Source: an optimization exercise on an open RTL-to-GDS flow (aim: small area). Production flows keep margins and buffers that such runs may drop. In this exercise RTL edits were held to simulation tests only and were not proved equivalent to the original. Power is estimated from default activity; no workload was simulated.

<file path="flow/config.mk">
export PLATFORM = sky130hd
export DESIGN_NAME = median_filter
export DESIGN_NICKNAME = median_filter
export VERILOG_FILES = /design/flow/design.v
export SDC_FILE = /design/flow/constraint.sdc
export NUM_CORES = 8
export LEC_CHECK = 0
export ABC_AREA = 1
export CAP_MARGIN = 0
export CELL_PAD_IN_SITES_DETAIL_PLACEMENT = 0
export CELL_PAD_IN_SITES_GLOBAL_PLACEMENT = 0
export CORE_MARGIN = 2
export CORE_UTILIZATION = 70
export PLACE_DENSITY = 0.8
export SLEW_MARGIN = 0
export SYNTH_HIERARCHICAL = 1
</file>
<file path="flow/constraint.sdc">
create_clock -name core_clock -period 50.0 [get_ports {clk}]
set_input_delay 10.0000 -clock core_clock [delete_from_list [all_inputs] [get_ports {clk}]]
set_output_delay 10.0000 -clock core_clock [all_outputs]
set_load 0.01 [all_outputs]
</file>
<file path="flow/design.v">
module median_filter (
    input rst,
    input [7:0] image_input,
    input enable,
    input enable_process,
    input clk,
    output [7:0] image_output
);
    localparam Depth = 8;  
    localparam Width = 6;  
    localparam N = Depth*Width;
    reg [8*N-1:0] ring;
    reg [3:0] row;
    reg [2:0] col;
    wire [8*N-1:0] ring_next;
    wire rotate = enable_process & ~enable;  
    wire shift = enable | enable_process;
    ring_step #(.N(N)) step (.ring(ring), .image_input(image_input),
        .load(enable), .rotate(rotate), .shift(shift), .hold(~shift),
        .ring_next(ring_next));
    always @(posedge clk)
        ring <= ring_next;
    wire top    = ~row[3] & ~row[0];
    wire bottom = row[3] & ~row[2];
    wire left   = ~col[2] & ~col[0];
    wire right  = col[2] & ~col[1];
    always @(posedge clk, posedge rst) begin
        if (rst) begin
            row <= 4'b1000;
            col <= 3'b100;
        end else if (enable_process) begin
            row <= {row[2:0], ~row[3]};
            if (bottom)
                col <= {col[1:0], ~col[2]};
        end
    end
    wire [7:0] x [0:8];
    wire [8:0] valid;
    assign x[0] = ring[7:0];  assign valid[0] = 1'b1;               
    assign x[1] = ring[15:8];  assign valid[1] = ~top;               
    assign x[2] = ring[383:376]; assign valid[2] = ~bottom;            
    assign x[3] = ring[71:64];  assign valid[3] = ~left;              
    assign x[4] = ring[327:320]; assign valid[4] = ~right;             
    assign x[5] = ring[79:72];  assign valid[5] = ~(top | left);      
    assign x[6] = ring[63:56];  assign valid[6] = ~(bottom | left);   
    assign x[7] = ring[335:328]; assign valid[7] = ~(top | right);     
    assign x[8] = ring[319:312]; assign valid[8] = ~(bottom | right);  
    function maj9(input [8:0] v);
        reg lo0, lo1, lo2, me0, me1, me2, hi0, hi1, hi2;
        begin
            lo0 = v[0] & v[1] & v[2]; me0 = (v[0] & v[1]) | (v[0] & v[2]) | (v[1] & v[2]); hi0 = v[0] | v[1] | v[2];
            lo1 = v[3] & v[4] & v[5]; me1 = (v[3] & v[4]) | (v[3] & v[5]) | (v[4] & v[5]); hi1 = v[3] | v[4] | v[5];
            lo2 = v[6] & v[7] & v[8]; me2 = (v[6] & v[7]) | (v[6] & v[8]) | (v[7] & v[8]); hi2 = v[6] | v[7] | v[8];
            lo0 = lo0 | lo1 | lo2;
            me0 = (me0 & me1) | (me0 & me2) | (me1 & me2);
            hi0 = hi0 & hi1 & hi2;
            maj9 = (lo0 & me0) | (lo0 & hi0) | (me0 & hi0);
        end
    endfunction
    reg [8:0] e, lo, hi;
    reg [7:0] m;
    integer b;
    always @* begin
        lo = ~valid;
        hi = 9'd0;
        for (b = 7; b >= 0; b = b - 1) begin
            e = hi | (~lo & {x[8][b], x[7][b], x[6][b], x[5][b], x[4][b],
                             x[3][b], x[2][b], x[1][b], x[0][b]});
            m[b] = maj9(e);
            hi = hi | (e & {9{~m[b]}});
            lo = lo | (~e & {9{m[b]}});
        end
    end
    assign image_output = m;
endmodule
module ring_step #(parameter N = 48) (
    input [8*N-1:0] ring,
    input [7:0] image_input,
    input load,
    input rotate,
    input shift,
    input hold,
    output [8*N-1:0] ring_next
);
    assign ring_next[7:0] = ({8{load}} & image_input) | ({8{rotate}} & ring[8*N-1 -: 8]) |
                            ({8{hold}} & ring[7:0]);
    assign ring_next[8*N-1:8] = ({8*N-8{shift}} & ring[8*N-9:0]) | ({8*N-8{hold}} & ring[8*N-1:8]);
endmodule
</file>
<file path="flow/flow/run.sh">
#!/bin/bash
# Layout flow: the standard flow (standard.sh) with
#  - synthesis mapped by an area-oriented ABC script (flow/my_synth.tcl,
#    flow/area.abc); registers are the standard synthesis's,
#  - clock tree synthesis without dummy loads, with small clock buffers,
#  - the smallest buffer for the port buffers,
# Each tool writes its full log under orfs/logs/; make's output goes to run.log.
set -euo pipefail
W=$PWD
export MY_ABC_SCRIPT=$W/flow/area.abc
export FLOW_SYNTH_TCL=$W/synth_recipe.tcl
CTS="-sink_clustering_enable -repair_clock_nets -dont_use_dummy_load -buf_list sky130_fd_sc_hd__clkbuf_4 -sink_clustering_size 12 -sink_clustering_max_diameter 40"
bash standard.sh SYNTH_SCRIPT=$W/flow/my_synth.tcl "CTS_ARGS=$CTS" \
  "BUFFER_PORTS_ARGS=-buffer_cell sky130_fd_sc_hd__buf_1" \
  finish > run.log 2>&1
</file>
<file path="flow/flow/area.abc">
strash
&get -n
&deepsyn -I 4 -J 20 -S 1
&st
&dch
&nf -R 1000 -C 32 -F 8
&put
topo
</file>
<file path="flow/flow/my_synth.tcl">
# The standard synthesis (synth_recipe.tcl, sourced unchanged below) with
# one change: the final technology mapping (the abc command of ORFS's
# synth.tcl) uses the area-oriented ABC script MY_ABC_SCRIPT in place of
# ORFS's, without ABC's buffering and up-sizing. Registers are mapped before
# this step (dfflibmap), so they are the standard synthesis's.
proc abc {args} {
  set i [lsearch -exact $args -script]
  if {$i >= 0} { lset args [expr {$i + 1}] $::env(MY_ABC_SCRIPT) }
  puts "abc with $::env(MY_ABC_SCRIPT): $args"
  yosys abc {*}$args
}
source $::env(FLOW_SYNTH_TCL)
</file>
<file path="flow/standard.sh">
#!/bin/bash
# synth_recipe.tcl (not shown) runs the flow's synth.tcl, then flattens the netlist and writes it again
# the make line also repeats each setting of config.mk as NAME=value (left out here)
make -C /OpenROAD-flow-scripts/flow DESIGN_CONFIG=/design/flow/config.mk WORK_HOME=/design/flow/orfs CLKGATE_MAP_FILE= SYNTH_SCRIPT=/design/flow/synth_recipe.tcl "${@:-finish}"
</file>
==> results of run 1 <==
## cell type report
type,instances,share of cell area
timing repair buffer,23,0.00807
sequential,391,0.557
clock buffer,42,0.0223
inverter,33,0.00931
multi-input combinational,738,0.382
antenna,1,0.000177
tap,234,0.0207
## through the flow
stage / cell area [µm²] / worst slack (ps) / hold slack (ps)
finish: 14100 / 23810 / 409
global route: 14100 / 22250 / 416
CTS: 14100 / 23990 / 376
detailed placement: 13800 / 24810 / 451
global placement: 13800 / 25500 / 447
floorplan: 13400 / 17150 / 440
## path summary, 6_finish.rpt
| path | slack [ps] | startpoint | endpoint | cells after the start |
|---|---|---|---|---|
| min in group asynchronous | 9210 | rst | col[1]$_DFFE_PP0P_ | 2 |
| max in group asynchronous | 40550 | rst | col[2]$_DFFE_PP1P_ | 2 |
| max reg2reg | 48330 | row[3]$_DFFE_PP1P_ | col[1]$_DFFE_PP0P_ | 3 |
| max | 23810 | row[3]$_DFFE_PP1P_ | image_output[0] | 53 |
| min reg2reg | 410 | ring[52]$_DFF_P_ | ring[60]$_DFF_P_ | 1 |
| min | 410 | ring[52]$_DFF_P_ | ring[60]$_DFF_P_ | 1 |
## per-layer routing
metal / GRT usage / vias up / wire length [µm]
met5: 0 / - / 0
met4: 0.0800 / 0 / 470
met3: 0.0397 / 44 / 960
met2: 0.361 / 162 / 10900
met1: 0.362 / 4552 / 12500
li1: - / 4745 / -
## cell families after synthesis
| family | after synthesis |
|---|---|
| compound gates | 581 |
| fa+ha+maj | 18 |
| buf+inv | 33 |
| flops | 391 |
| mux | 5 |
| simple gates | 134 |
## critical path: cells and delay by family (launching register included)
| kind | cells | cell delay (ps) |
|---|---|---|
| and+or+nand+nor | 8 | 1560 |
| AOI/OAI and AO/OA | 29 | 8310 |
| adders and majority gates | 9 | 3830 |
| DFF | 1 | 400 |
| buffers and inverters | 7 | 1420 |
## cell usage in the layout, fill, tap and decap left out, drive strengths merged, types with 2 or more instances in the layout
cell,n
nand2b,2
a21boi,15
o21ai,52
a32oi,2
o21a,10
maj3,18
a22o,377
dfrtp,5
a21o,14
and2,6
nor2,40
clkinv,32
dfstp,2
a221oi,3
clkbuf,42
a311oi,3
nor2b,4
o221ai,2
nor3,13
a222oi,8
o21bai,5
o22ai,5
o31ai,3
buf,23
a22oi,2
mux2,5
nand3,14
dfxtp,384
a221o,2
nand2,52
a31oi,14
a21oi,58
## power breakdown
part	internal (W)	switching (W)	leakage, nW
Sequential	0.000367	0.0000342	3.22
Clock	0.0000388	0.0000874	0.193
Combinational	0.0000861	0.000121	2.22
Total	0.000492	0.000242	5.63
## sequential cells by signal (all words and copies together) (netlist names)
name	flops
col	3
row	4
ring	384
==> out/metrics.csv, run 1 <==
stage,metric,value,unit
route,final routed wirelength across all metal layers,24.8,mm
logic_synthesis,count of unique library cells instantiated by Yosys,39,
logic_synthesis,Area contributors post-synth,"sky130_fd_sc_hd__dfxtp_1 (57%), sky130_fd_sc_hd__a22o_1 (25%), sky130_fd_sc_hd__a21oi_1 (2.2%)",
clock_network,TritonCTS clock tree,done,
logic_synthesis,post-synthesis cell count,1162,
timing,Hold Fails Final Rpt,0,
logic_synthesis,mux contribution to synthesized area,0.00421,
logic_synthesis,largest family of logic cells by synthesized area,compound AO/OA/AOI/OAI gates,
global_routing,via count of the first global-routing pass,8593,
layout,proportion of layout cells with a drive suffix above 1,0.0407,
logic_synthesis,proportion of register bits with asynchronous set or reset after synthesis,0.0179,
clock_network,clock slew seen by the registers of the worst setup and hold paths,120,ps
floorplanning,FP Rows,50,
logic_synthesis,ranking of synthesized cells by instance count,"sky130_fd_sc_hd__dfxtp_1 (384), sky130_fd_sc_hd__a22o_1 (377), sky130_fd_sc_hd__a21oi_1 (58)",
timing,relative max-transition margin,0.153,
clock_network,number of buffers added by the clock tree synthesis step,42,
clock_network,CTS Root Buffer Type,sky130_fd_sc_hd__clkbuf_4,
layout,non-filler instance count after layout,1462,
layout,multi-input gate area in the final layout,5400,µm²
logic_synthesis,Post-Synthesis Mean Instance Area,11.5,µm²
critical_path,type of the worst setup path,register to primary output,
critical_path,critical path required time,40000,ps
logic_synthesis,Synth Area in Simple Gates,0.0430,
logic_synthesis,library cell occupying the most area in the post-synthesis netlist,sky130_fd_sc_hd__dfxtp_1,
flow_run,Max Cap Violations,0,
clock_network,post-CTS resize count,0,
global_routing,gr ovfl total,0,
clock_network,post-CTS setup buffer count,0,
placement,port buffer count,19,
clock_network,htree depth,2,
floorplanning,standard cell core area,18700,µm²
min_path,class of the tightest hold or removal check,register to register,
floorplanning,Die Width,142,µm
timing,RSZ-0062 raised after global routing,no,
logic_synthesis,adder and majority gate portion of the synthesized area,0.0135,
floorplanning,Die Ht,142,µm
pwr,power per cell area,52.0,nW/µm²
floorplanning,number of primary I/O pins,20,
timing,Fmax,0.0382,GHz
layout,relative area change from synthesis to final layout,5.49,%
global_routing,GRT Total Usage,0.243,
clock_network,cts hold-fix bufs,0,
pwr,Leakage Power,5.63,nW
logic_synthesis,top-count cell post-synth,sky130_fd_sc_hd__dfxtp_1,
placement,Placed Cells incl. Taps,1419,
pwr,peak ir drop on the vdd network,0.0000329,V
logic_synthesis,post-synthesis share of cell area spent on xor and xnor gates,0,
logic_synthesis,post-synth top area share,0.574,
layout,Filler cells,1310,
global_routing,number of antenna violations at the first check in global routing,1,
pwr,Overall Power,0.000734,W
floorplanning,full die area,20200,µm²
logic_synthesis,post-synthesis sequential element count,391,
timing,aggregate negative setup slack,0,ps
timing,minimum period implied by the final worst setup slack,26190,ps
layout,final core occ,0.755,
floorplanning,starting density of the core,0.715,
route,drt first pass iters,5,
run_status,result of the run,finished clean,
logic_synthesis,number of synthesized flops with an enable pin,0,
route,starting DRC count in detailed routing,624,
critical_path,startpoint type of the worst setup path,register,
logic_synthesis,compound-cell area share of the yosys netlist,0.342,
route,"antenna viol nets, final",0,
logic_synthesis,total number of yosys warnings,7,
layout,NumNets Final,1241,
logic_synthesis,leading register cell type out of synthesis,sky130_fd_sc_hd__dfxtp_1,
timing,slew at the pin closest to its max-slew limit,1270,ps
clock_network,number of clock sinks seen by CTS,391,
route,vias after detailed routing,9503,
route,average routed wire per standard cell,17.0,µm
critical_path,critical path data arrival time,16190,ps
global_routing,pin count of the biggest net entering global routing,235,
critical_path,standard cell with the maximum stage delay on the critical path,sky130_fd_sc_hd__a21oi_1,
placement,last weighted congestion value of the routability-driven placer,0.838,
route,DRC violations left,0,
timing,final count of negative-setup-slack endpoints,0,
logic_synthesis,Post-Synthesis Net Count,1174,
logic_synthesis,part of the Yosys area used for sequential elements,0.588,
placement,detailed-placement wirelength estimate,15.6,mm
layout,Sequential cell area,7870,µm²
timing,worst clock skew,113,ps
route,vias per inst,6.50,
timing,share of the clock period used by the worst path after layout,0.524,
clock_network,latest clock arrival within the worst-skew pair,670,ps
global_routing,first-pass GRT wire length,41.2,mm
critical_path,delay of the slowest critical-path stage,960,ps
critical_path,Critical Path Fanout Max,19,
timing,final number of max-transition violations,0,
clock_network,maximum clock insertion buffer count,3,
logic_synthesis,post-synthesis cell area,13400,µm²
critical_path,critical path capture point type,primary output,
==> inputs of run 2 (changes only) <==
--- a/flow/config.mk
+++ b/flow/config.mk
@@ -8,6 +8,4 @@
 export ABC_AREA = 1
 export CAP_MARGIN = 0
-export CELL_PAD_IN_SITES_DETAIL_PLACEMENT = 0
-export CELL_PAD_IN_SITES_GLOBAL_PLACEMENT = 0
 export CORE_MARGIN = 2
 export CORE_UTILIZATION = 70
==> run 2 against run 1 <==
Via count stayed put; sequential share of layout area stayed put; clock skew stayed put; synthesized area stayed put; critical path type unchanged; combinational power hardly changed; wire length stayed put; clock power hardly changed; final cell count stayed put; flip-flop and latch count stayed put; global-route usage stayed put.
==> out/metrics.csv, run 2 <==
stage,metric,value,unit,change
logic_synthesis,post-synthesis share of cell area spent on xor and xnor gates,0,,unchanged
pwr,share of total power consumed by net switching,0.330,,unchanged
floorplanning,starting density of the core,0.715,,unchanged
layout,most frequent standard cell in the layout excluding fill and tap cells,sky130_fd_sc_hd__dfxtp_1,,
logic_synthesis,Synth Area in Simple Gates,0.0430,,unchanged
pwr,register share of total power,0.546,,about the same
layout,final core occ,0.755,,unchanged
timing,Fmax,0.0382,GHz,unchanged
critical_path,delay of the slowest critical-path stage,960,ps,about the same
min_path,class of the tightest hold or removal check,register to register,,
logic_synthesis,leading register cell type out of synthesis,sky130_fd_sc_hd__dfxtp_1,,
placement,port buffer count,19,,unchanged
critical_path,FF-to-FF path depth,3,,unchanged
clock_network,CTS Root Buffer Type,sky130_fd_sc_hd__clkbuf_4,,
clock_network,number of clock sinks seen by CTS,391,,unchanged
timing,worst-case hold slack,409,ps,unchanged
logic_synthesis,post-synthesis sequential element count,391,,unchanged
pwr,Internal Power,0.000492,W,unchanged
timing,final number of max-transition violations,0,,unchanged
timing,aggregate negative setup slack,0,ps,unchanged
layout,flip-flop count of the largest register after layout,384,,unchanged
logic_synthesis,compound-cell area share of the yosys netlist,0.342,,unchanged
clock_network,TritonCTS clock tree,done,,
layout,NumNets Final,1241,,unchanged
route,vias per inst,6.50,,unchanged
logic_synthesis,Post-Synthesis Mean Instance Area,11.5,µm²,unchanged
logic_synthesis,part of the Yosys area used for sequential elements,0.588,,unchanged
pwr,power per cell area,52.0,nW/µm²,unchanged
global_routing,first-pass GRT wire length,41.2,mm,unchanged
logic_synthesis,post-synthesis cell count,1162,,unchanged
logic_synthesis,Area contributors post-synth,"sky130_fd_sc_hd__dfxtp_1 (57%), sky130_fd_sc_hd__a22o_1 (25%), sky130_fd_sc_hd__a21oi_1 (2.2%)",,
critical_path,critical path data arrival time,16190,ps,about the same
logic_synthesis,number of synthesized flops with an enable pin,0,,unchanged
timing,minimum period implied by the final worst setup slack,26190,ps,unchanged
logic_synthesis,post-synthesis cell area,13400,µm²,unchanged
pwr,share of total power in combinational logic,0.282,,about the same
route,DRC violations left,0,,unchanged
critical_path,Critical Path Fanout Max,19,,unchanged
global_routing,pin count of the biggest net entering global routing,235,,unchanged
placement,last weighted congestion value of the routability-driven placer,0.838,,unchanged
route,final routed wirelength across all metal layers,24.8,mm,unchanged
pwr,Leakage Power,5.63,nW,unchanged
timing,slew at the pin closest to its max-slew limit,1270,ps,unchanged
layout,relative area change from synthesis to final layout,5.49,%,unchanged
floorplanning,FP Rows,50,,unchanged
logic_synthesis,library cell occupying the most area in the post-synthesis netlist,sky130_fd_sc_hd__dfxtp_1,,
timing,RSZ-0062 raised after global routing,no,,
route,"antenna viol nets, final",0,,unchanged
global_routing,number of antenna violations at the first check in global routing,1,,unchanged
timing,Hold Fails Final Rpt,0,,unchanged
logic_synthesis,mux contribution to synthesized area,0.00421,,unchanged
clock_network,maximum clock insertion buffer count,3,,unchanged
clock_network,post-CTS setup buffer count,0,,unchanged
route,vias after detailed routing,9503,,unchanged
clock_network,number of buffers added by the clock tree synthesis step,42,,unchanged
layout,final standard cell area without fillers,14100,µm²,unchanged
floorplanning,Die Width,142,µm,unchanged
clock_network,cts hold-fix bufs,0,,unchanged
flow_run,Max Cap Violations,0,,unchanged
critical_path,standard cell with the maximum stage delay on the critical path,sky130_fd_sc_hd__a21oi_1,,
logic_synthesis,total number of yosys warnings,7,,unchanged
timing,worst clock skew,113,ps,unchanged
min_path,number of stages on the worst hold path,1,,unchanged
clock_network,latest clock arrival within the worst-skew pair,670,ps,about the same
critical_path,critical path capture point type,primary output,,
global_routing,via count of the first global-routing pass,8593,,unchanged
layout,most frequent cells in the layout,"sky130_fd_sc_hd__dfxtp_1 (384), sky130_fd_sc_hd__a22o_1 (377), sky130_fd_sc_hd__a21oi_1 (58)",,
timing,final count of negative-setup-slack endpoints,0,,unchanged
logic_synthesis,adder and majority gate portion of the synthesized area,0.0135,,unchanged
placement,detailed-placement wirelength estimate,15.6,mm,unchanged
critical_path,startpoint type of the worst setup path,register,,
logic_synthesis,largest family of logic cells by synthesized area,compound AO/OA/AOI/OAI gates,,
run_status,result of the run,finished clean,,
route,average routed wire per standard cell,17.0,µm,unchanged
logic_synthesis,proportion of register bits with asynchronous set or reset after synthesis,0.0179,,unchanged
clock_network,clock slew seen by the registers of the worst setup and hold paths,120,ps,about the same
critical_path,critical path required time,40000,ps,about the same
critical_path,setup slack of the worst register-to-register path,48330,ps,about the same
logic_synthesis,ranking of synthesized cells by instance count,"sky130_fd_sc_hd__dfxtp_1 (384), sky130_fd_sc_hd__a22o_1 (377), sky130_fd_sc_hd__a21oi_1 (58)",,
floorplanning,Die Ht,142,µm,unchanged
logic_synthesis,count of unique library cells instantiated by Yosys,39,,unchanged
clock_network,htree depth,2,,unchanged
global_routing,gr ovfl total,0,,unchanged
logic_synthesis,post-synth top area share,0.574,,unchanged
logic_synthesis,top-count cell post-synth,sky130_fd_sc_hd__dfxtp_1,,
timing,relative max-transition margin,0.153,,unchanged
route,starting DRC count in detailed routing,624,,unchanged
layout,Filler cells,1310,,unchanged
clock_network,post-CTS resize count,0,,unchanged
timing,share of the clock period used by the worst path after layout,0.524,,unchanged
layout,proportion of layout cells with a drive suffix above 1,0.0407,,unchanged
route,drt first pass iters,5,,unchanged
pwr,peak ir drop on the vdd network,0.0000329,V,unchanged
pwr,switching power summed over all nets,0.000242,W,unchanged
pwr,share of total power in the clock network,0.172,,about the same
floorplanning,full die area,20200,µm²,unchanged
floorplanning,standard cell core area,18700,µm²,unchanged
global_routing,GRT Total Usage,0.243,,unchanged
placement,placed instance area,13800,µm²,unchanged
layout,largest reg by FF count,ring,,
floorplanning,number of primary I/O pins,20,,unchanged
logic_synthesis,Post-Synthesis Net Count,1174,,unchanged
layout,top flop regs,"ring: 384 flops, row: 4 flops, col: 3 flops",,
critical_path,type of the worst setup path,register to primary output,,
[run 2: cell counts in the layout (fill, tap and decap cells not counted)]
Identical to the previous run, type by type.
[run 2: worst max-delay path: cells and delay by family (launching register included)]
kind,cells,cell delay (ps)
flops,1,400
compound gates,29,8310
fa+ha+maj,9,3830
simple gates,8,1560
buf+inv,7,1420
[run 2: metal layers]
metal	routed length (µm)	track usage	vias to the layer above
li1	-	-	4745
met1	12500	0.362	4552
met2	10900	0.361	162
met3	960	0.0397	44
met4	470	0.0800	0
met5	0	0	-
[run 2: cell type report]
cell class / count / area [µm²] / share of cell area
sequential: 391 / 7870 / 0.557
multi-input combinational: 738 / 5400 / 0.382
clock buffer: 42 / 315 / 0.0223
tap: 234 / 293 / 0.0207
inverter: 33 / 131 / 0.00931
timing repair buffer: 23 / 114 / 0.00807
antenna: 1 / 2.50 / 0.000177
[run 2: worst paths after layout]
kind	from	end
max reg2reg	row[3]$_DFFE_PP1P_	col[1]$_DFFE_PP0P_
min	ring[52]$_DFF_P_	ring[60]$_DFF_P_
min reg2reg	ring[52]$_DFF_P_	ring[60]$_DFF_P_
max in group asynchronous	rst	col[2]$_DFFE_PP1P_
min in group asynchronous	rst	col[1]$_DFFE_PP0P_
max	row[3]$_DFFE_PP1P_	image_output[0]
[run 2: cell families after synthesis]
logic type / Yosys count
compound gates: 581
mux: 5
buf+inv: 33
fa+ha+maj: 18
simple gates: 134
flops: 391
[run 2: power groups by stage]
stage | logic, W | registers [W] | clock network, W
floorplan | 0.000164 | 0.000397 | 0
global placement | 0.000200 | 0.000405 | 0
detailed placement | 0.000204 | 0.000408 | 0
CTS | 0.000206 | 0.000401 | 0.000131
global route | 0.000232 | 0.000408 | 0.000143
finish | 0.000207 | 0.000401 | 0.000126
[run 2: through the flow]
step           cells  setup slack [ps]  power (W)
6_report        1462             23810   0.000734
3_5_place_dp    1419             24810   0.000612
4_1_cts         1461             23990   0.000737
3_3_place_gp    1419             25500   0.000605
2_1_floorplan   1162             17150   0.000561
5_1_grt         1462             22250   0.000783
==> inputs of run 3 (changes only) <==
--- a/flow/flow/run.sh
+++ b/flow/flow/run.sh
@@ -10,5 +10,5 @@
 export MY_ABC_SCRIPT=$W/flow/area.abc
 export FLOW_SYNTH_TCL=$W/synth_recipe.tcl
-CTS="-sink_clustering_enable -repair_clock_nets -dont_use_dummy_load -buf_list sky130_fd_sc_hd__clkbuf_4 -sink_clustering_size 12 -sink_clustering_max_diameter 40"
+CTS="-sink_clustering_enable -repair_clock_nets -dont_use_dummy_load -buf_list {sky130_fd_sc_hd__clkbuf_2 sky130_fd_sc_hd__clkbuf_4 sky130_fd_sc_hd__clkbuf_8} -sink_clustering_size 12 -sink_clustering_max_diameter 40"
 bash standard.sh SYNTH_SCRIPT=$W/flow/my_synth.tcl "CTS_ARGS=$CTS" \
   "BUFFER_PORTS_ARGS=-buffer_cell sky130_fd_sc_hd__buf_1" \
==> run 3 against run 2 <==
Final area rose by 1.8%; utilization rose by 1.4 points; register-to-register slack about the same; worst setup slack improved by 150 ps; sequential share of layout area decreased by 1.0 points; non-clock buffer count unchanged; critical endpoint unchanged.
==> out/metrics.csv, run 3 <==
stage,metric,value,unit,change
floorplanning,Die Ht,142,µm,unchanged
route,final routed wirelength across all metal layers,25.3,mm,+2.0%
clock_network,post-CTS resize count,0,,unchanged
layout,most frequent standard cell in the layout excluding fill and tap cells,sky130_fd_sc_hd__dfxtp_1,,
timing,setup ws final,23960,ps,+153 ps
placement,Placed Cells incl. Taps,1419,,unchanged
logic_synthesis,Post-Synthesis Mean Instance Area,11.5,µm²,unchanged
timing,final count of negative-setup-slack endpoints,0,,unchanged
logic_synthesis,post-synthesis cell count,1162,,unchanged
timing,worst clock skew,87.3,ps,-26.2 ps
layout,top flop regs,"ring: 384 flops, row: 4 flops, col: 3 flops",,
layout,number of diodes,0,,-1
logic_synthesis,post-synth top area share,0.574,,unchanged
clock_network,latest clock arrival within the worst-skew pair,560,ps,-110 ps
layout,final core occ,0.769,,+0.0139
timing,share of the clock period used by the worst path after layout,0.521,,-0.00306
timing,minimum period implied by the final worst setup slack,26040,ps,-153 ps
timing,slew at the pin closest to its max-slew limit,1250,ps,-25.4 ps
timing,final number of max-transition violations,0,,unchanged
floorplanning,full die area,20200,µm²,unchanged
floorplanning,starting density of the core,0.715,,unchanged
logic_synthesis,library cell occupying the most area in the post-synthesis netlist,sky130_fd_sc_hd__dfxtp_1,,
timing,aggregate negative setup slack,0,ps,unchanged
min_path,class of the tightest hold or removal check,register to register,,
clock_network,htree depth,2,,unchanged
pwr,peak ir drop on the vdd network,0.0000387,V,+17%
critical_path,critical path required time,40000,ps,about the same
layout,most frequent cells in the layout,"sky130_fd_sc_hd__dfxtp_1 (384), sky130_fd_sc_hd__a22o_1 (377), sky130_fd_sc_hd__a21oi_1 (58)",,
placement,port buffer count,19,,unchanged
placement,last weighted congestion value of the routability-driven placer,0.838,,unchanged
logic_synthesis,proportion of register bits with asynchronous set or reset after synthesis,0.0179,,unchanged
pwr,Leakage Power,5.74,nW,+1.9%
placement,detailed-placement wirelength estimate,15.6,mm,unchanged
logic_synthesis,number of synthesized flops with an enable pin,0,,unchanged
logic_synthesis,total number of yosys warnings,7,,unchanged
logic_synthesis,Area contributors post-synth,"sky130_fd_sc_hd__dfxtp_1 (57%), sky130_fd_sc_hd__a22o_1 (25%), sky130_fd_sc_hd__a21oi_1 (2.2%)",,
floorplanning,number of primary I/O pins,20,,unchanged
clock_network,clock slew seen by the registers of the worst setup and hold paths,80,ps,-40 ps
logic_synthesis,post-synthesis cell area,13400,µm²,unchanged
logic_synthesis,count of unique library cells instantiated by Yosys,39,,unchanged
clock_network,number of buffers added by the clock tree synthesis step,42,,unchanged
layout,relative area change from synthesis to final layout,7.43,%,
critical_path,critical path data arrival time,16040,ps,-150 ps
global_routing,pin count of the biggest net entering global routing,235,,unchanged
route,average routed wire per standard cell,17.3,µm,+2.1%
route,vias per inst,6.49,,-0.12%
route,starting DRC count in detailed routing,518,,-17%
layout,largest reg by FF count,ring,,
clock_network,cts hold-fix bufs,0,,unchanged
timing,Fmax,0.0384,GHz,+0.59%
critical_path,Most Frequent Cell on Critical Path,sky130_fd_sc_hd__maj3_1,,
timing,RSZ-0062 raised after global routing,no,,
timing,Hold Fails Final Rpt,0,,unchanged
critical_path,type of the worst setup path,register to primary output,,
flow_run,Max Cap Violations,0,,unchanged
layout,flip-flop count of the largest register after layout,384,,unchanged
logic_synthesis,Post-Synthesis Net Count,1174,,unchanged
logic_synthesis,ranking of synthesized cells by instance count,"sky130_fd_sc_hd__dfxtp_1 (384), sky130_fd_sc_hd__a22o_1 (377), sky130_fd_sc_hd__a21oi_1 (58)",,
route,vias after detailed routing,9485,,-0.19%
critical_path,family with the most delay on the worst path,compound AO/OA/AOI/OAI gates,,
clock_network,post-CTS setup buffer count,0,,unchanged
floorplanning,FP Rows,50,,unchanged
layout,non-filler instance count after layout,1461,,-0.068%
clock_network,number of clock sinks seen by CTS,391,,unchanged
critical_path,delay of the slowest critical-path stage,950,ps,about the same
global_routing,via count of the first global-routing pass,8666,,+0.85%
critical_path,critical path capture point type,primary output,,
floorplanning,standard cell core area,18700,µm²,unchanged
route,drt first pass iters,5,,unchanged
timing,relative max-transition margin,0.170,,+0.0169
floorplanning,Die Width,142,µm,unchanged
clock_network,TritonCTS clock tree,done,,
logic_synthesis,top-count cell post-synth,sky130_fd_sc_hd__dfxtp_1,,
critical_path,combined buffer and inverter count along the critical path,7,,unchanged
global_routing,number of antenna violations at the first check in global routing,0,,-1
clock_network,maximum clock insertion buffer count,3,,unchanged
global_routing,first-pass GRT wire length,41.7,mm,+1.3%
logic_synthesis,leading register cell type out of synthesis,sky130_fd_sc_hd__dfxtp_1,,
pwr,power per cell area,54.1,nW/µm²,+4.0%
layout,final standard cell area without fillers,14400,µm²,+1.8%
critical_path,standard cell with the maximum stage delay on the critical path,sky130_fd_sc_hd__a21oi_1,,
logic_synthesis,part of the Yosys area used for sequential elements,0.588,,unchanged
run_status,result of the run,finished clean,,
route,DRC violations left,0,,unchanged
global_routing,gr ovfl total,0,,unchanged
placement,placement-stage worst setup slack,24810,ps,unchanged
critical_path,startpoint type of the worst setup path,register,,
placement,placed instance area,13800,µm²,unchanged
logic_synthesis,post-synthesis sequential element count,391,,unchanged
critical_path,Critical Path Fanout Max,19,,unchanged
layout,proportion of layout cells with a drive suffix above 1,0.0407,,unchanged
route,"antenna viol nets, final",0,,unchanged
global_routing,GRT Total Usage,0.246,,+0.00367
layout,Filler cells,1259,,-3.9%
layout,NumNets Final,1241,,unchanged
clock_network,CTS Root Buffer Type,sky130_fd_sc_hd__clkbuf_8,,
[run 3: per-stage QoR]
step	power, W	hold WS (ps)
after global routing	0.000825	426
after floorplan	0.000561	440
after detailed placement	0.000612	451
after global placement	0.000605	447
final	0.000778	404
after CTS	0.000781	398
[run 3: worst reg2reg max path, cell delays in order, from the launching register on]
cell                      delay [ps]
sky130_fd_sc_hd__dfstp_2         560
sky130_fd_sc_hd__nor2b_1         410
sky130_fd_sc_hd__nand2_1         220
sky130_fd_sc_hd__mux2_1          360
[run 3: logic make-up after synthesis]
family,synth area share
adders and majority gates,0.0135
buffers and inverters,0.00926
AOI/OAI and AO/OA,0.342
DFF,0.588
muxes,0.00421
and+or+nand+nor,0.0430
[run 3: cell type report]
class	instances	area, µm²	area share
multi-input cells	738	5400	0.375
flip-flops and latches	391	7870	0.547
inverters	33	131	0.00914
repair buffers	23	114	0.00792
clock buffers	42	578	0.0402
well taps	234	293	0.0204
[run 3: where the power goes]
part / switching, W / internal (W)
Sequential: 0.0000348 / 0.000367
Combinational: 0.000121 / 0.0000861
Clock: 0.0000939 / 0.0000746
[run 3: routing by layer]
metal	part of all wire	GRT usage
met1	0.51	0.368
met5	0	0
met2	0.43	0.367
met4	0.020	0.0811
met3	0.037	0.0404
[run 3: worst paths after layout]
check | slack (ps) | from | depth (start not counted) | endpoint
worst max-delay path | 23960 | row[3]$_DFFE_PP1P_ | 52 | image_output[0]
worst min-delay path | 400 | ring[52]$_DFF_P_ | 1 | ring[60]$_DFF_P_
worst max register to register | 48330 | row[3]$_DFFE_PP1P_ | 3 | col[1]$_DFFE_PP0P_
worst min register to register | 400 | ring[52]$_DFF_P_ | 1 | ring[60]$_DFF_P_
max in group asynchronous | 40420 | rst | 2 | col[2]$_DFFE_PP1P_
min in group asynchronous | 9340 | rst | 2 | col[1]$_DFFE_PP0P_
==> inputs of run 4 (changes only) <==
--- a/flow/flow/run.sh
+++ b/flow/flow/run.sh
@@ -10,5 +10,5 @@
 export MY_ABC_SCRIPT=$W/flow/area.abc
 export FLOW_SYNTH_TCL=$W/synth_recipe.tcl
-CTS="-sink_clustering_enable -repair_clock_nets -dont_use_dummy_load -buf_list {sky130_fd_sc_hd__clkbuf_2 sky130_fd_sc_hd__clkbuf_4 sky130_fd_sc_hd__clkbuf_8} -sink_clustering_size 12 -sink_clustering_max_diameter 40"
+CTS="-sink_clustering_enable -repair_clock_nets -dont_use_dummy_load -buf_list {sky130_fd_sc_hd__clkbuf_4 sky130_fd_sc_hd__clkbuf_8} -sink_clustering_size 12 -sink_clustering_max_diameter 40"
 bash standard.sh SYNTH_SCRIPT=$W/flow/my_synth.tcl "CTS_ARGS=$CTS" \
   "BUFFER_PORTS_ARGS=-buffer_cell sky130_fd_sc_hd__buf_1" \
==> run 4 against run 3 <==
Non-clock buffer count unchanged; final area stayed put; fmax stayed put; clock skew is the same; power is the same; first-iteration DRC count unchanged; worst setup slack is the same; worst hold slack unchanged; die area unchanged; final cell count did not move.
==> out/metrics.csv, run 4 <==
stage,metric,value,unit,change
run_status,result of the run,finished clean,,
global_routing,first-pass GRT wire length,41.7,mm,unchanged
floorplanning,Die Ht,142,µm,unchanged
logic_synthesis,post-synthesis sequential element count,391,,unchanged
logic_synthesis,post-synth top area share,0.574,,unchanged
logic_synthesis,ranking of synthesized cells by instance count,"sky130_fd_sc_hd__dfxtp_1 (384), sky130_fd_sc_hd__a22o_1 (377), sky130_fd_sc_hd__a21oi_1 (58)",,
timing,Hold Fails Final Rpt,0,,unchanged
layout,relative area change from synthesis to final layout,7.43,%,unchanged
route,average routed wire per standard cell,17.3,µm,unchanged
timing,final number of max-transition violations,0,,unchanged
logic_synthesis,part of the Yosys area used for sequential elements,0.588,,unchanged
layout,most frequent standard cell in the layout excluding fill and tap cells,sky130_fd_sc_hd__dfxtp_1,,
critical_path,critical path required time,40000,ps,about the same
route,DRC violations left,0,,unchanged
floorplanning,number of primary I/O pins,20,,unchanged
critical_path,delay of the slowest critical-path stage,950,ps,about the same
placement,last weighted congestion value of the routability-driven placer,0.838,,unchanged
critical_path,critical path capture point type,primary output,,
clock_network,htree depth,2,,unchanged
timing,worst clock skew,87.3,ps,unchanged
logic_synthesis,leading register cell type out of synthesis,sky130_fd_sc_hd__dfxtp_1,,
clock_network,post-CTS resize count,0,,unchanged
clock_network,number of clock sinks seen by CTS,391,,unchanged
critical_path,startpoint type of the worst setup path,register,,
timing,worst-case hold slack,404,ps,unchanged
global_routing,pin count of the biggest net entering global routing,235,,unchanged
layout,most frequent cells in the layout,"sky130_fd_sc_hd__dfxtp_1 (384), sky130_fd_sc_hd__a22o_1 (377), sky130_fd_sc_hd__a21oi_1 (58)",,
route,final routed wirelength across all metal layers,25.3,mm,unchanged
placement,placement-stage worst setup slack,24810,ps,unchanged
timing,setup ws final,23960,ps,unchanged
logic_synthesis,Area contributors post-synth,"sky130_fd_sc_hd__dfxtp_1 (57%), sky130_fd_sc_hd__a22o_1 (25%), sky130_fd_sc_hd__a21oi_1 (2.2%)",,
logic_synthesis,count of unique library cells instantiated by Yosys,39,,unchanged
flow_run,Max Cap Violations,0,,unchanged
timing,share of the clock period used by the worst path after layout,0.521,,unchanged
route,"antenna viol nets, final",0,,unchanged
layout,flip-flop count of the largest register after layout,384,,unchanged
floorplanning,Die Width,142,µm,unchanged
clock_network,number of buffers added by the clock tree synthesis step,42,,unchanged
clock_network,clock slew seen by the registers of the worst setup and hold paths,80,ps,about the same
layout,top flop regs,"ring: 384 flops, row: 4 flops, col: 3 flops",,
global_routing,GRT Total Usage,0.246,,unchanged
timing,aggregate negative setup slack,0,ps,unchanged
critical_path,critical path data arrival time,16040,ps,about the same
clock_network,TritonCTS clock tree,done,,
global_routing,via count of the first global-routing pass,8666,,unchanged
pwr,Leakage Power,5.74,nW,unchanged
placement,port buffer count,19,,unchanged
logic_synthesis,top-count cell post-synth,sky130_fd_sc_hd__dfxtp_1,,
timing,slew at the pin closest to its max-slew limit,1250,ps,unchanged
clock_network,latest clock arrival within the worst-skew pair,560,ps,about the same
logic_synthesis,post-synthesis cell area,13400,µm²,unchanged
layout,largest reg by FF count,ring,,
route,vias per inst,6.49,,unchanged
timing,final count of negative-setup-slack endpoints,0,,unchanged
clock_network,post-CTS setup buffer count,0,,unchanged
route,vias after detailed routing,9485,,unchanged
floorplanning,FP Rows,50,,unchanged
clock_network,cts hold-fix bufs,0,,unchanged
critical_path,standard cell with the maximum stage delay on the critical path,sky130_fd_sc_hd__a21oi_1,,
placement,detailed-placement wirelength estimate,15.6,mm,unchanged
pwr,Overall Power,0.000778,W,unchanged
floorplanning,starting density of the core,0.715,,unchanged
route,starting DRC count in detailed routing,518,,unchanged
layout,NumNets Final,1241,,unchanged
logic_synthesis,number of synthesized flops with an enable pin,0,,unchanged
floorplanning,standard cell core area,18700,µm²,unchanged
clock_network,CTS Root Buffer Type,sky130_fd_sc_hd__clkbuf_8,,
layout,number of diodes,0,,unchanged
critical_path,combined buffer and inverter count along the critical path,7,,unchanged
critical_path,Most Frequent Cell on Critical Path,sky130_fd_sc_hd__maj3_1,,
clock_network,maximum clock insertion buffer count,3,,unchanged
critical_path,type of the worst setup path,register to primary output,,
logic_synthesis,total number of yosys warnings,7,,unchanged
logic_synthesis,post-synthesis cell count,1162,,unchanged
critical_path,family with the most delay on the worst path,compound AO/OA/AOI/OAI gates,,
global_routing,gr ovfl total,0,,unchanged
logic_synthesis,library cell occupying the most area in the post-synthesis netlist,sky130_fd_sc_hd__dfxtp_1,,
timing,relative max-transition margin,0.170,,unchanged
logic_synthesis,Post-Synthesis Mean Instance Area,11.5,µm²,unchanged
timing,RSZ-0062 raised after global routing,no,,
layout,proportion of layout cells with a drive suffix above 1,0.0407,,unchanged
logic_synthesis,Post-Synthesis Net Count,1174,,unchanged
logic_synthesis,proportion of register bits with asynchronous set or reset after synthesis,0.0179,,unchanged
pwr,peak ir drop on the vdd network,0.0000387,V,unchanged
min_path,class of the tightest hold or removal check,register to register,,
critical_path,Critical Path Fanout Max,19,,unchanged
pwr,power per cell area,54.1,nW/µm²,unchanged
floorplanning,full die area,20200,µm²,unchanged
route,drt first pass iters,5,,unchanged
timing,Fmax,0.0384,GHz,unchanged
global_routing,number of antenna violations at the first check in global routing,0,,unchanged
timing,minimum period implied by the final worst setup slack,26040,ps,unchanged
[run 4: final timing paths]
path | cells past startpoint | to | start | slack (ps)
max | 52 | image_output[0] | row[3]$_DFFE_PP1P_ | 23960
max in group asynchronous | 2 | col[2]$_DFFE_PP1P_ | rst | 40420
min | 1 | ring[60]$_DFF_P_ | ring[52]$_DFF_P_ | 400
min reg2reg | 1 | ring[60]$_DFF_P_ | ring[52]$_DFF_P_ | 400
max reg2reg | 3 | col[1]$_DFFE_PP0P_ | row[3]$_DFFE_PP1P_ | 48330
min in group asynchronous | 2 | col[1]$_DFFE_PP0P_ | rst | 9340
[run 4: report_power, final]
part	internal, W	switching, W	total (W)
clock network	0.0000746	0.0000939	0.000168
registers	0.000367	0.0000348	0.000402
logic	0.0000861	0.000121	0.000207
[run 4: layout make-up]
| class | count | area [µm²] |
|---|---|---|
| Sequential cell | 391 | 7870 |
| Multi-Input combinational cell | 738 | 5400 |
| Fill cell | 1259 | 4330 |
| Clock buffer | 42 | 578 |
| Tap cell | 234 | 293 |
| Inverter | 33 | 131 |
| Timing Repair Buffer | 23 | 114 |
[run 4: cell families (layout without fill, tap and decap cells)]
family                   Yosys count  after routing  share of synthesized area
AO/OA/AOI/OAI                    581            581                      0.342
multiplexers                       5              5                    0.00421
AND/OR/NAND/NOR                  134            134                     0.0430
adder cells (fa/ha/maj)           18             18                     0.0135
flip-flops                       391            391                      0.588
buffers and inverters             33             98                    0.00926
[run 4: through the flow]
step / instance area [µm²] / cells / utilization
3_5_place_dp: 13800 / 1419 / 0.738
5_1_grt: 14400 / 1461 / 0.769
3_3_place_gp: 13800 / 1419 / 0.738
4_1_cts: 14400 / 1461 / 0.769
6_report: 14400 / 1461 / 0.769
2_1_floorplan: 13400 / 1162 / -
[run 4: metal layers]
layer  vias to the layer above  wire [µm]  track usage
li1                       4735          -            -
met1                      4522      12900        0.368
met2                       182      11000        0.367
met3                        46        945       0.0404
met4                         0        498       0.0811
met5                         -          0            0
==> inputs of run 5 (changes only) <==
--- a/flow/flow/run.sh
+++ b/flow/flow/run.sh
@@ -10,5 +10,5 @@
 export MY_ABC_SCRIPT=$W/flow/area.abc
 export FLOW_SYNTH_TCL=$W/synth_recipe.tcl
-CTS="-sink_clustering_enable -repair_clock_nets -dont_use_dummy_load -buf_list {sky130_fd_sc_hd__clkbuf_4 sky130_fd_sc_hd__clkbuf_8} -sink_clustering_size 12 -sink_clustering_max_diameter 40"
+CTS="-sink_clustering_enable -repair_clock_nets -dont_use_dummy_load -buf_list {sky130_fd_sc_hd__clkbuf_2 sky130_fd_sc_hd__clkbuf_4} -sink_clustering_size 12 -sink_clustering_max_diameter 40"
 bash standard.sh SYNTH_SCRIPT=$W/flow/my_synth.tcl "CTS_ARGS=$CTS" \
   "BUFFER_PORTS_ARGS=-buffer_cell sky130_fd_sc_hd__buf_1" \
==> run 5 against run 4 <==
Worst setup slack lost 150 ps; clock power shrank 25%; critical path depth grew 1; critical path type unchanged; final area shrank 1.8%; count of clock-buffer cells in the layout is the same; clock skew grew 26 ps; non-clock buffer count is the same; combinational power is essentially flat.
==> out/metrics.csv, run 5 <==
stage,metric,value,unit,change
run_status,result of the run,finished clean,,
route,vias per inst,6.50,,+0.12%
route,vias after detailed routing,9503,,+0.19%
pwr,peak ir drop on the vdd network,0.0000329,V,-15%
pwr,Leakage Power,5.63,nW,-1.9%
route,drt first pass iters,5,,unchanged
clock_network,latest clock arrival within the worst-skew pair,670,ps,+110 ps
global_routing,pin count of the biggest net entering global routing,235,,unchanged
layout,Filler cells,1310,,+4.1%
logic_synthesis,Post-Synthesis Mean Instance Area,11.5,µm²,unchanged
global_routing,first-pass GRT wire length,41.2,mm,-1.3%
floorplanning,number of primary I/O pins,20,,unchanged
logic_synthesis,ranking of synthesized cells by instance count,"sky130_fd_sc_hd__dfxtp_1 (384), sky130_fd_sc_hd__a22o_1 (377), sky130_fd_sc_hd__a21oi_1 (58)",,
route,average routed wire per standard cell,17.0,µm,-2.0%
clock_network,post-CTS setup buffer count,0,,unchanged
critical_path,worst flop-to-flop path endpoint,col[1]$_DFFE_PP0P_,,
layout,largest reg by FF count,ring,,
logic_synthesis,total number of yosys warnings,7,,unchanged
floorplanning,standard cell core area,18700,µm²,unchanged
clock_network,clock slew seen by the registers of the worst setup and hold paths,120,ps,+40 ps
placement,last weighted congestion value of the routability-driven placer,0.838,,unchanged
logic_synthesis,post-synthesis cell area,13400,µm²,unchanged
critical_path,launching element of the worst setup path,row[3]$_DFFE_PP1P_,,
clock_network,cts hold-fix bufs,0,,unchanged
route,starting DRC count in detailed routing,624,,+20%
logic_synthesis,leading register cell type out of synthesis,sky130_fd_sc_hd__dfxtp_1,,
timing,final count of negative-setup-slack endpoints,0,,unchanged
critical_path,FF-to-FF path depth,3,,unchanged
timing,worst clock skew,113,ps,+26.2 ps
logic_synthesis,count of unique library cells instantiated by Yosys,39,,unchanged
logic_synthesis,compound-cell area share of the yosys netlist,0.342,,unchanged
layout,flip-flop count of the largest register after layout,384,,unchanged
placement,port buffer count,19,,unchanged
min_path,number of stages on the worst hold path,1,,unchanged
timing,relative max-transition margin,0.153,,-0.0169
timing,RSZ-0062 raised after global routing,no,,
placement,detailed-placement wirelength estimate,15.6,mm,unchanged
floorplanning,Die Width,142,µm,unchanged
floorplanning,starting density of the core,0.715,,unchanged
pwr,share of total power consumed by net switching,0.330,,+0.00885
critical_path,setup slack of the worst register-to-register path,48330,ps,about the same
critical_path,combined buffer and inverter count along the critical path,7,,unchanged
timing,final number of max-transition violations,0,,unchanged
clock_network,post-CTS resize count,0,,unchanged
clock_network,CTS Root Buffer Type,sky130_fd_sc_hd__clkbuf_4,,
logic_synthesis,post-synthesis cell count,1162,,unchanged
critical_path,r2r startpoint,row[3]$_DFFE_PP1P_,,
global_routing,via count of the first global-routing pass,8593,,-0.84%
min_path,start point of the worst min-delay path,ring[52]$_DFF_P_,,
logic_synthesis,post-synthesis share of cell area spent on xor and xnor gates,0,,unchanged
global_routing,gr ovfl total,0,,unchanged
logic_synthesis,adder and majority gate portion of the synthesized area,0.0135,,unchanged
floorplanning,Die Ht,142,µm,unchanged
timing,aggregate negative setup slack,0,ps,unchanged
timing,Fmax,0.0382,GHz,-0.58%
layout,proportion of layout cells with a drive suffix above 1,0.0407,,unchanged
logic_synthesis,largest family of logic cells by synthesized area,compound AO/OA/AOI/OAI gates,,
layout,NumNets Final,1241,,unchanged
timing,slew at the pin closest to its max-slew limit,1270,ps,+25.4 ps
logic_synthesis,part of the Yosys area used for sequential elements,0.588,,unchanged
clock_network,number of buffers added by the clock tree synthesis step,42,,unchanged
pwr,power per cell area,52.0,nW/µm²,-3.9%
route,DRC violations left,0,,unchanged
critical_path,Critical Path Fanout Max,19,,unchanged
layout,final core occ,0.755,,-0.0139
global_routing,met2 layer usage reported by global route,0.361,,-0.00559
global_routing,Global Route met3 Usage,0.0397,,-0.000673
route,"antenna viol nets, final",0,,unchanged
critical_path,delay of the slowest critical-path stage,960,ps,about the same
critical_path,family with the most delay on the worst path,compound AO/OA/AOI/OAI gates,,
logic_synthesis,mux contribution to synthesized area,0.00421,,unchanged
critical_path,critical path depth,53,,+1.9%
floorplanning,full die area,20200,µm²,unchanged
route,final routed wirelength across all metal layers,24.8,mm,-2.0%
floorplanning,FP Rows,50,,unchanged
logic_synthesis,number of synthesized flops with an enable pin,0,,unchanged
clock_network,number of clock sinks seen by CTS,391,,unchanged
logic_synthesis,proportion of register bits with asynchronous set or reset after synthesis,0.0179,,unchanged
critical_path,standard cell with the maximum stage delay on the critical path,sky130_fd_sc_hd__a21oi_1,,
pwr,Internal Power,0.000492,W,-6.8%
logic_synthesis,post-synth top area share,0.574,,unchanged
timing,share of the clock period used by the worst path after layout,0.524,,+0.00306
logic_synthesis,Area contributors post-synth,"sky130_fd_sc_hd__dfxtp_1 (57%), sky130_fd_sc_hd__a22o_1 (25%), sky130_fd_sc_hd__a21oi_1 (2.2%)",,
global_routing,met1 layer usage reported by global route,0.362,,-0.00544
clock_network,maximum clock insertion buffer count,3,,unchanged
logic_synthesis,Synth Area in Simple Gates,0.0430,,unchanged
layout,most frequent standard cell in the layout excluding fill and tap cells,sky130_fd_sc_hd__dfxtp_1,,
logic_synthesis,Post-Synthesis Net Count,1174,,unchanged
layout,top flop regs,"ring: 384 flops, row: 4 flops, col: 3 flops",,
logic_synthesis,post-synthesis sequential element count,391,,unchanged
critical_path,critical path data arrival time,16190,ps,+150 ps
global_routing,GRT Total Usage,0.243,,-0.00367
clock_network,htree depth,2,,unchanged
global_routing,layer with the highest usage after global routing,met1,,
critical_path,critical path required time,40000,ps,about the same
pwr,share of total power in combinational logic,0.282,,+0.016
pwr,switching power summed over all nets,0.000242,W,-3.0%
min_path,class of the tightest hold or removal check,register to register,,
pwr,register share of total power,0.546,,+0.029
pwr,share of total power in the clock network,0.172,,-0.045
flow_run,Max Cap Violations,0,,unchanged
critical_path,critical path capture point type,primary output,,
timing,minimum period implied by the final worst setup slack,26190,ps,+153 ps
logic_synthesis,library cell occupying the most area in the post-synthesis netlist,sky130_fd_sc_hd__dfxtp_1,,
layout,most frequent cells in the layout,"sky130_fd_sc_hd__dfxtp_1 (384), sky130_fd_sc_hd__a22o_1 (377), sky130_fd_sc_hd__a21oi_1 (58)",,
critical_path,type of the worst setup path,register to primary output,,
global_routing,number of antenna violations at the first check in global routing,1,,+1
critical_path,CP endpoint,image_output[0],,
layout,relative area change from synthesis to final layout,5.49,%,
timing,Hold Fails Final Rpt,0,,unchanged
clock_network,TritonCTS clock tree,done,,
critical_path,startpoint type of the worst setup path,register,,
logic_synthesis,top-count cell post-synth,sky130_fd_sc_hd__dfxtp_1,,
[run 5: power by group through the flow]
stage	Clock, W	Combinational [W]	Sequential (W)
detailed placement	0	0.000204	0.000408
floorplan	0	0.000164	0.000397
global placement	0	0.000200	0.000405
CTS	0.000131	0.000206	0.000401
finish	0.000126	0.000207	0.000401
global route	0.000143	0.000232	0.000408
[run 5: cells by family after synthesis]
kind of cell             count (synthesis)
AND/OR/NAND/NOR                        134
adder cells (fa/ha/maj)                 18
buffers and inverters                   33
multiplexers                             5
flip-flops                             391
AO/OA/AOI/OAI                          581
[run 5: how the worst min path moves through the flow]
stage / to / slack (ps)
floorplan: ring[100]$_DFF_P_ / 440
global route: ring[60]$_DFF_P_ / 420
CTS: ring[60]$_DFF_P_ / 380
finish: ring[60]$_DFF_P_ / 410
detailed placement: ring[34]$_DFF_P_ / 450
global placement: ring[29]$_DFF_P_ / 450
[run 5: area by class of cell]
class	instances	area, µm²	share of cell area
Antenna cell	1	2.50	0.000177
Tap cell	234	293	0.0207
Sequential cell	391	7870	0.557
Multi-Input combinational cell	738	5400	0.382
Timing Repair Buffer	23	114	0.00807
Clock buffer	42	315	0.0223
Inverter	33	131	0.00931
[run 5: metrics by stage]
stage                     area [µm²]  instances  setup slack [ps]  hold slack [ps]  total power, W
after global routing           14100       1462             22250              416        0.000783
after global placement         13800       1419             25500              447        0.000605
final                          14100       1462             23810              409        0.000734
after floorplan                13400       1162             17150              440        0.000561
after detailed placement       13800       1419             24810              451        0.000612
after CTS                      14100       1461             23990              376        0.000737
[run 5: per-layer routing]
layer,up-vias,routed length (µm),share of wire
li1,4745,-,-
met1,4552,12500,0.50
met2,162,10900,0.44
met3,44,960,0.039
met4,0,470,0.019
met5,-,0,0
==> inputs of run 6 (changes only) <==
--- a/flow/flow/run.sh
+++ b/flow/flow/run.sh
@@ -10,5 +10,5 @@
 export MY_ABC_SCRIPT=$W/flow/area.abc
 export FLOW_SYNTH_TCL=$W/synth_recipe.tcl
-CTS="-sink_clustering_enable -repair_clock_nets -dont_use_dummy_load -buf_list {sky130_fd_sc_hd__clkbuf_2 sky130_fd_sc_hd__clkbuf_4} -sink_clustering_size 12 -sink_clustering_max_diameter 40"
+CTS="-sink_clustering_enable -repair_clock_nets -dont_use_dummy_load -buf_list sky130_fd_sc_hd__clkbuf_4 -sink_clustering_size 12 -sink_clustering_max_diameter 40 -clustering_unbalance_ratio 0.1"
 bash standard.sh SYNTH_SCRIPT=$W/flow/my_synth.tcl "CTS_ARGS=$CTS" \
   "BUFFER_PORTS_ARGS=-buffer_cell sky130_fd_sc_hd__buf_1" \
==> run 6 against run 5 <==
Critical path depth down 1; global-route usage down 0.18 points; still clean; final area about the same; final cell count about the same; largest power group unchanged; critical path type unchanged; die area unchanged; power about the same; combinational power about the same; synthesized cell count unchanged; non-clock buffer count unchanged; count of clock-buffer cells in the layout down 1.
==> out/metrics.csv, run 6 <==
stage,metric,value,unit,change
min_path,number of stages on the worst hold path,1,,unchanged
critical_path,critical path data arrival time,16400,ps,+210 ps
pwr,switching power summed over all nets,0.000243,W,+0.35%
clock_network,post-CTS setup buffer count,0,,unchanged
layout,largest reg by FF count,ring,,
timing,Hold Fails Final Rpt,0,,unchanged
clock_network,number of buffers added by the clock tree synthesis step,41,,-2.4%
critical_path,type of the worst setup path,register to primary output,,
critical_path,family with the most delay on the worst path,compound AO/OA/AOI/OAI gates,,
clock_network,TritonCTS clock tree,done,,
critical_path,delay of the slowest critical-path stage,960,ps,about the same
route,"antenna viol nets, final",0,,unchanged
critical_path,critical path depth,52,,-1.9%
layout,Filler cells,1308,,-0.15%
timing,relative max-transition margin,0.158,,+0.00560
route,drt first pass iters,5,,unchanged
layout,flip-flop count of the largest register after layout,384,,unchanged
placement,detailed-placement wirelength estimate,15.6,mm,unchanged
logic_synthesis,number of synthesized flops with an enable pin,0,,unchanged
placement,last weighted congestion value of the routability-driven placer,0.838,,unchanged
layout,proportion of layout cells with a drive suffix above 1,0.0400,,-0.000782
global_routing,pin count of the biggest net entering global routing,235,,unchanged
layout,relative area change from synthesis to final layout,5.43,%,about the same
layout,NumNets Final,1240,,-0.081%
route,average routed wire per standard cell,17.0,µm,about the same
logic_synthesis,post-synthesis cell area,13400,µm²,unchanged
logic_synthesis,Post-Synthesis Mean Instance Area,11.5,µm²,unchanged
critical_path,standard cell with the maximum stage delay on the critical path,sky130_fd_sc_hd__a21oi_1,,
placement,port buffer count,19,,unchanged
run_status,result of the run,finished clean,,
layout,most frequent standard cell in the layout excluding fill and tap cells,sky130_fd_sc_hd__dfxtp_1,,
logic_synthesis,part of the Yosys area used for sequential elements,0.588,,unchanged
logic_synthesis,proportion of register bits with asynchronous set or reset after synthesis,0.0179,,unchanged
critical_path,FF-to-FF path depth,3,,unchanged
critical_path,critical path capture point type,primary output,,
route,DRC violations left,0,,unchanged
pwr,Overall Power,0.000734,W,about the same
placement,placed instance area,13800,µm²,unchanged
logic_synthesis,ranking of synthesized cells by instance count,"sky130_fd_sc_hd__dfxtp_1 (384), sky130_fd_sc_hd__a22o_1 (377), sky130_fd_sc_hd__a21oi_1 (58)",,
route,vias per inst,6.47,,-0.44%
floorplanning,Die Ht,142,µm,unchanged
logic_synthesis,Post-Synthesis Net Count,1174,,unchanged
logic_synthesis,total number of yosys warnings,7,,unchanged
pwr,share of total power in the clock network,0.171,,about the same
critical_path,Critical Path Fanout Max,19,,unchanged
clock_network,post-CTS resize count,0,,unchanged
timing,aggregate negative setup slack,0,ps,unchanged
logic_synthesis,library cell occupying the most area in the post-synthesis netlist,sky130_fd_sc_hd__dfxtp_1,,
route,starting DRC count in detailed routing,597,,-4.3%
pwr,Leakage Power,5.63,nW,about the same
floorplanning,Die Width,142,µm,unchanged
clock_network,maximum clock insertion buffer count,3,,unchanged
clock_network,number of clock sinks seen by CTS,391,,unchanged
timing,minimum period implied by the final worst setup slack,26400,ps,+208 ps
critical_path,startpoint type of the worst setup path,register,,
global_routing,first-pass GRT wire length,41.1,mm,-0.14%
clock_network,cts hold-fix bufs,0,,unchanged
clock_network,CTS Root Buffer Type,sky130_fd_sc_hd__clkbuf_4,,
route,vias after detailed routing,9455,,-0.51%
pwr,peak ir drop on the vdd network,0.0000310,V,-6.0%
logic_synthesis,Area contributors post-synth,"sky130_fd_sc_hd__dfxtp_1 (57%), sky130_fd_sc_hd__a22o_1 (25%), sky130_fd_sc_hd__a21oi_1 (2.2%)",,
floorplanning,standard cell core area,18700,µm²,unchanged
clock_network,htree depth,2,,unchanged
timing,worst clock skew,317,ps,+204 ps
timing,final count of negative-setup-slack endpoints,0,,unchanged
global_routing,GRT Total Usage,0.241,,-0.00182
pwr,share of total power consumed by net switching,0.331,,+0.00135
layout,most frequent cells in the layout,"sky130_fd_sc_hd__dfxtp_1 (384), sky130_fd_sc_hd__a22o_1 (377), sky130_fd_sc_hd__a21oi_1 (58)",,
logic_synthesis,top-count cell post-synth,sky130_fd_sc_hd__dfxtp_1,,
critical_path,combined buffer and inverter count along the critical path,7,,unchanged
logic_synthesis,leading register cell type out of synthesis,sky130_fd_sc_hd__dfxtp_1,,
floorplanning,full die area,20200,µm²,unchanged
floorplanning,number of primary I/O pins,20,,unchanged
timing,final number of max-transition violations,0,,unchanged
layout,top flop regs,"ring: 384 flops, row: 4 flops, col: 3 flops",,
flow_run,Max Cap Violations,0,,unchanged
pwr,share of total power in combinational logic,0.282,,about the same
timing,worst-case hold slack,163,ps,-246 ps
global_routing,number of antenna violations at the first check in global routing,1,,unchanged
global_routing,gr ovfl total,0,,unchanged
timing,RSZ-0062 raised after global routing,no,,
clock_network,latest clock arrival within the worst-skew pair,850,ps,+180 ps
route,final routed wirelength across all metal layers,24.8,mm,about the same
min_path,class of the tightest hold or removal check,register to register,,
pwr,power per cell area,52.0,nW/µm²,about the same
floorplanning,starting density of the core,0.715,,unchanged
critical_path,critical path required time,40000,ps,about the same
pwr,register share of total power,0.547,,about the same
logic_synthesis,post-synthesis cell count,1162,,unchanged
timing,share of the clock period used by the worst path after layout,0.528,,+0.00417
timing,Fmax,0.0379,GHz,-0.79%
logic_synthesis,post-synth top area share,0.574,,unchanged
layout,final standard cell area without fillers,14100,µm²,about the same
pwr,Internal Power,0.000491,W,-0.26%
global_routing,via count of the first global-routing pass,8564,,-0.34%
timing,slew at the pin closest to its max-slew limit,1260,ps,-8.40 ps
logic_synthesis,post-synthesis sequential element count,391,,unchanged
floorplanning,FP Rows,50,,unchanged
logic_synthesis,count of unique library cells instantiated by Yosys,39,,unchanged
clock_network,clock slew seen by the registers of the worst setup and hold paths,120,ps,about the same
## run 6: cell count changes in the layout (fill, tap and decap cells not counted), sizes merged
cell    previous run  this run
clkbuf            42        41
## run 6: cell type report
class / instances / area, µm² / share of cell area
Antenna cell: 1 / 2.50 / 0.000177
Clock buffer: 41 / 308 / 0.0218
Inverter: 33 / 131 / 0.00931
Multi-Input combinational cell: 738 / 5400 / 0.382
Sequential cell: 391 / 7870 / 0.557
Tap cell: 234 / 293 / 0.0208
Timing Repair Buffer: 23 / 114 / 0.00807
## run 6: stage by stage
step / utilization / setup WS (ps) / instances
6_report: 0.754 / 23600 / 1461
5_1_grt: 0.754 / 22000 / 1461
4_1_cts: 0.754 / 23770 / 1460
3_5_place_dp: 0.738 / 24810 / 1419
3_3_place_gp: 0.738 / 25500 / 1419
2_1_floorplan: - / 17150 / 1162
## run 6: power groups by stage
| stage | sequential, W | combinational, W | clock, W |
|---|---|---|---|
| 2_1_floorplan | 0.000397 | 0.000164 | 0 |
| 3_3_place_gp | 0.000405 | 0.000200 | 0 |
| 3_5_place_dp | 0.000408 | 0.000204 | 0 |
| 4_1_cts | 0.000401 | 0.000206 | 0.000130 |
| 5_1_grt | 0.000408 | 0.000231 | 0.000142 |
| 6_report | 0.000401 | 0.000207 | 0.000126 |
## run 6: final timing paths
path                       slack [ps]                from                 end
setup reg to reg                48310  row[3]$_DFFE_PP1P_  col[1]$_DFFE_PP0P_
min in group asynchronous        9000                 rst  col[1]$_DFFE_PP0P_
setup / recovery                23600  row[3]$_DFFE_PP1P_     image_output[0]
hold / removal                    160   ring[339]$_DFF_P_   ring[347]$_DFF_P_
max in group asynchronous       40760                 rst  col[2]$_DFFE_PP1P_
hold reg to reg                   160   ring[339]$_DFF_P_   ring[347]$_DFF_P_
## run 6: logic make-up (layout without fill, tap and decap cells)
family	Yosys count	count (layout)	share of synthesized area
AOI/OAI and AO/OA	581	581	0.342
DFF	391	391	0.588
and+or+nand+nor	134	134	0.0430
buffers and inverters	33	97	0.00926
adders and majority gates	18	18	0.0135
muxes	5	5	0.00421
other	0	1	0
## run 6: layer usage
metal,vias up,wire (µm),track usage
met4,0,451,0.0637
met5,-,0,0
met2,191,10700,0.361
met1,4483,12500,0.362
li1,4741,-,-
met3,40,1190,0.0424
==> inputs of run 7 (changes only) <==
--- a/flow/flow/run.sh
+++ b/flow/flow/run.sh
@@ -10,5 +10,5 @@
 export MY_ABC_SCRIPT=$W/flow/area.abc
 export FLOW_SYNTH_TCL=$W/synth_recipe.tcl
-CTS="-sink_clustering_enable -repair_clock_nets -dont_use_dummy_load -buf_list sky130_fd_sc_hd__clkbuf_4 -sink_clustering_size 12 -sink_clustering_max_diameter 40 -clustering_unbalance_ratio 0.1"
+CTS="-sink_clustering_enable -repair_clock_nets -dont_use_dummy_load -buf_list sky130_fd_sc_hd__clkbuf_4 -sink_clustering_size 12 -sink_clustering_max_diameter 40 -clustering_exponent 2"
 bash standard.sh SYNTH_SCRIPT=$W/flow/my_synth.tcl "CTS_ARGS=$CTS" \
   "BUFFER_PORTS_ARGS=-buffer_cell sky130_fd_sc_hd__buf_1" \
==> run 7 against run 6 <==
Via count is 0.51% higher; highest routed layer unchanged; fmax is 0.80% higher; register-to-register slack better by 20 ps; utilization hardly changed.
==> out/metrics.csv, run 7 <==
stage,metric,value,unit,change
run_status,result of the run,finished clean,,
clock_network,maximum clock insertion buffer count,3,,unchanged
critical_path,worst flop-to-flop path endpoint,col[1]$_DFFE_PP0P_,,
layout,multi-input gate area in the final layout,5400,µm²,unchanged
floorplanning,FP Rows,50,,unchanged
critical_path,critical path required time,40000,ps,about the same
global_routing,number of antenna violations at the first check in global routing,1,,unchanged
clock_network,TritonCTS clock tree,done,,
placement,port buffer count,19,,unchanged
critical_path,Critical Path Fanout Max,19,,unchanged
critical_path,r2r startpoint,row[3]$_DFFE_PP1P_,,
clock_network,latest clock arrival within the worst-skew pair,670,ps,-180 ps
pwr,peak ir drop on the vdd network,0.0000329,V,+6.4%
logic_synthesis,top-count cell post-synth,sky130_fd_sc_hd__dfxtp_1,,
route,vias per inst,6.50,,+0.44%
logic_synthesis,post-synth top area share,0.574,,unchanged
layout,most frequent cells in the layout,"sky130_fd_sc_hd__dfxtp_1 (384), sky130_fd_sc_hd__a22o_1 (377), sky130_fd_sc_hd__a21oi_1 (58)",,
logic_synthesis,part of the Yosys area used for sequential elements,0.588,,unchanged
timing,Hold Fails Final Rpt,0,,unchanged
placement,last weighted congestion value of the routability-driven placer,0.838,,unchanged
critical_path,combined buffer and inverter count along the critical path,7,,unchanged
logic_synthesis,post-synthesis cell area,13400,µm²,unchanged
critical_path,family with the most delay on the worst path,compound AO/OA/AOI/OAI gates,,
critical_path,critical path capture point type,primary output,,
global_routing,gr ovfl total,0,,unchanged
route,final routed wirelength across all metal layers,24.8,mm,about the same
timing,share of the clock period used by the worst path after layout,0.524,,-0.00417
timing,slew at the pin closest to its max-slew limit,1270,ps,+8.40 ps
placement,Placed Cells incl. Taps,1419,,unchanged
route,average routed wire per standard cell,17.0,µm,about the same
layout,flip-flop count of the largest register after layout,384,,unchanged
placement,detailed-placement wirelength estimate,15.6,mm,unchanged
layout,proportion of layout cells with a drive suffix above 1,0.0407,,+0.000782
clock_network,cts hold-fix bufs,0,,unchanged
==> run 7: cell counts after synthesis <==
No cell type changed its count.
==> run 7: worst register-to-register path, cell delays in order (launching register included) <==
cell and delay (ps):
sky130_fd_sc_hd__dfstp_2 570, sky130_fd_sc_hd__nor2b_1 400, sky130_fd_sc_hd__nand2_1 220, sky130_fd_sc_hd__mux2_1 360
==> run 7: logic make-up (layout without fill, tap and decap cells) <==
family / after synthesis / in the layout / synth area share
compound gates: 581 / 581 / 0.342
fa+ha+maj: 18 / 18 / 0.0135
buf+inv: 33 / 98 / 0.00926
mux: 5 / 5 / 0.00421
flops: 391 / 391 / 0.588
other cells: 0 / 1 / 0
simple gates: 134 / 134 / 0.0430
==> run 7: power groups by stage <==
stage	clock, W	combinational [W]	sequential, W
floorplan	0	0.000164	0.000397
global placement	0	0.000200	0.000405
detailed placement	0	0.000204	0.000408
CTS	0.000131	0.000206	0.000401
global route	0.000143	0.000232	0.000408
finish	0.000126	0.000207	0.000401
==> run 7: area by class of cell <==
class / count / area share
Clock buffer: 42 / 0.0223
Tap cell: 234 / 0.0207
Sequential cell: 391 / 0.557
Timing Repair Buffer: 23 / 0.00807
Multi-Input combinational cell: 738 / 0.382
Inverter: 33 / 0.00931
Antenna cell: 1 / 0.000177
==> run 7: how the worst max path moves through the flow <==
| stage | start | end | slack [ps] | cells after the start |
|---|---|---|---|---|
| 2_1_floorplan | enable | ring[0]$_DFF_P_ | 17150 | 4 |
| 3_3_place_gp | row[3]$_DFFE_PP1P_ | image_output[0] | 25500 | 54 |
| 3_5_place_dp | row[3]$_DFFE_PP1P_ | image_output[0] | 24810 | 52 |
| 4_1_cts | row[3]$_DFFE_PP1P_ | image_output[0] | 23990 | 52 |
| 5_1_grt | row[3]$_DFFE_PP1P_ | image_output[0] | 22250 | 54 |
| 6_report | row[3]$_DFFE_PP1P_ | image_output[0] | 23810 | 53 |
==> run 7: stage by stage <==
step | util | setup WS, ps | power (W) | cell area, µm²
4_1_cts | 0.755 | 23990 | 0.000737 | 14100
3_3_place_gp | 0.738 | 25500 | 0.000605 | 13800
5_1_grt | 0.755 | 22250 | 0.000783 | 14100
2_1_floorplan | - | 17150 | 0.000561 | 13400
3_5_place_dp | 0.738 | 24810 | 0.000612 | 13800
6_report | 0.755 | 23810 | 0.000734 | 14100
==> run 7: routing by layer <==
| metal | GRT usage | wire (µm) | up-vias |
|---|---|---|---|
| met5 | 0 | 0 | - |
| met4 | 0.0800 | 470 | 0 |
| met3 | 0.0397 | 960 | 44 |
| met2 | 0.361 | 10900 | 162 |
| met1 | 0.362 | 12500 | 4552 |
| li1 | - | - | 4745 |

Re-timed with assumed drivers on the ports (clkbuf_16 on the clock, buf_2 on other inputs), run 7 has 23.769 ns of setup slack against 23.811 ns with ideal ports, and 24.425 ns once port delays also move by the mid clock arrival of 0.656 ns.
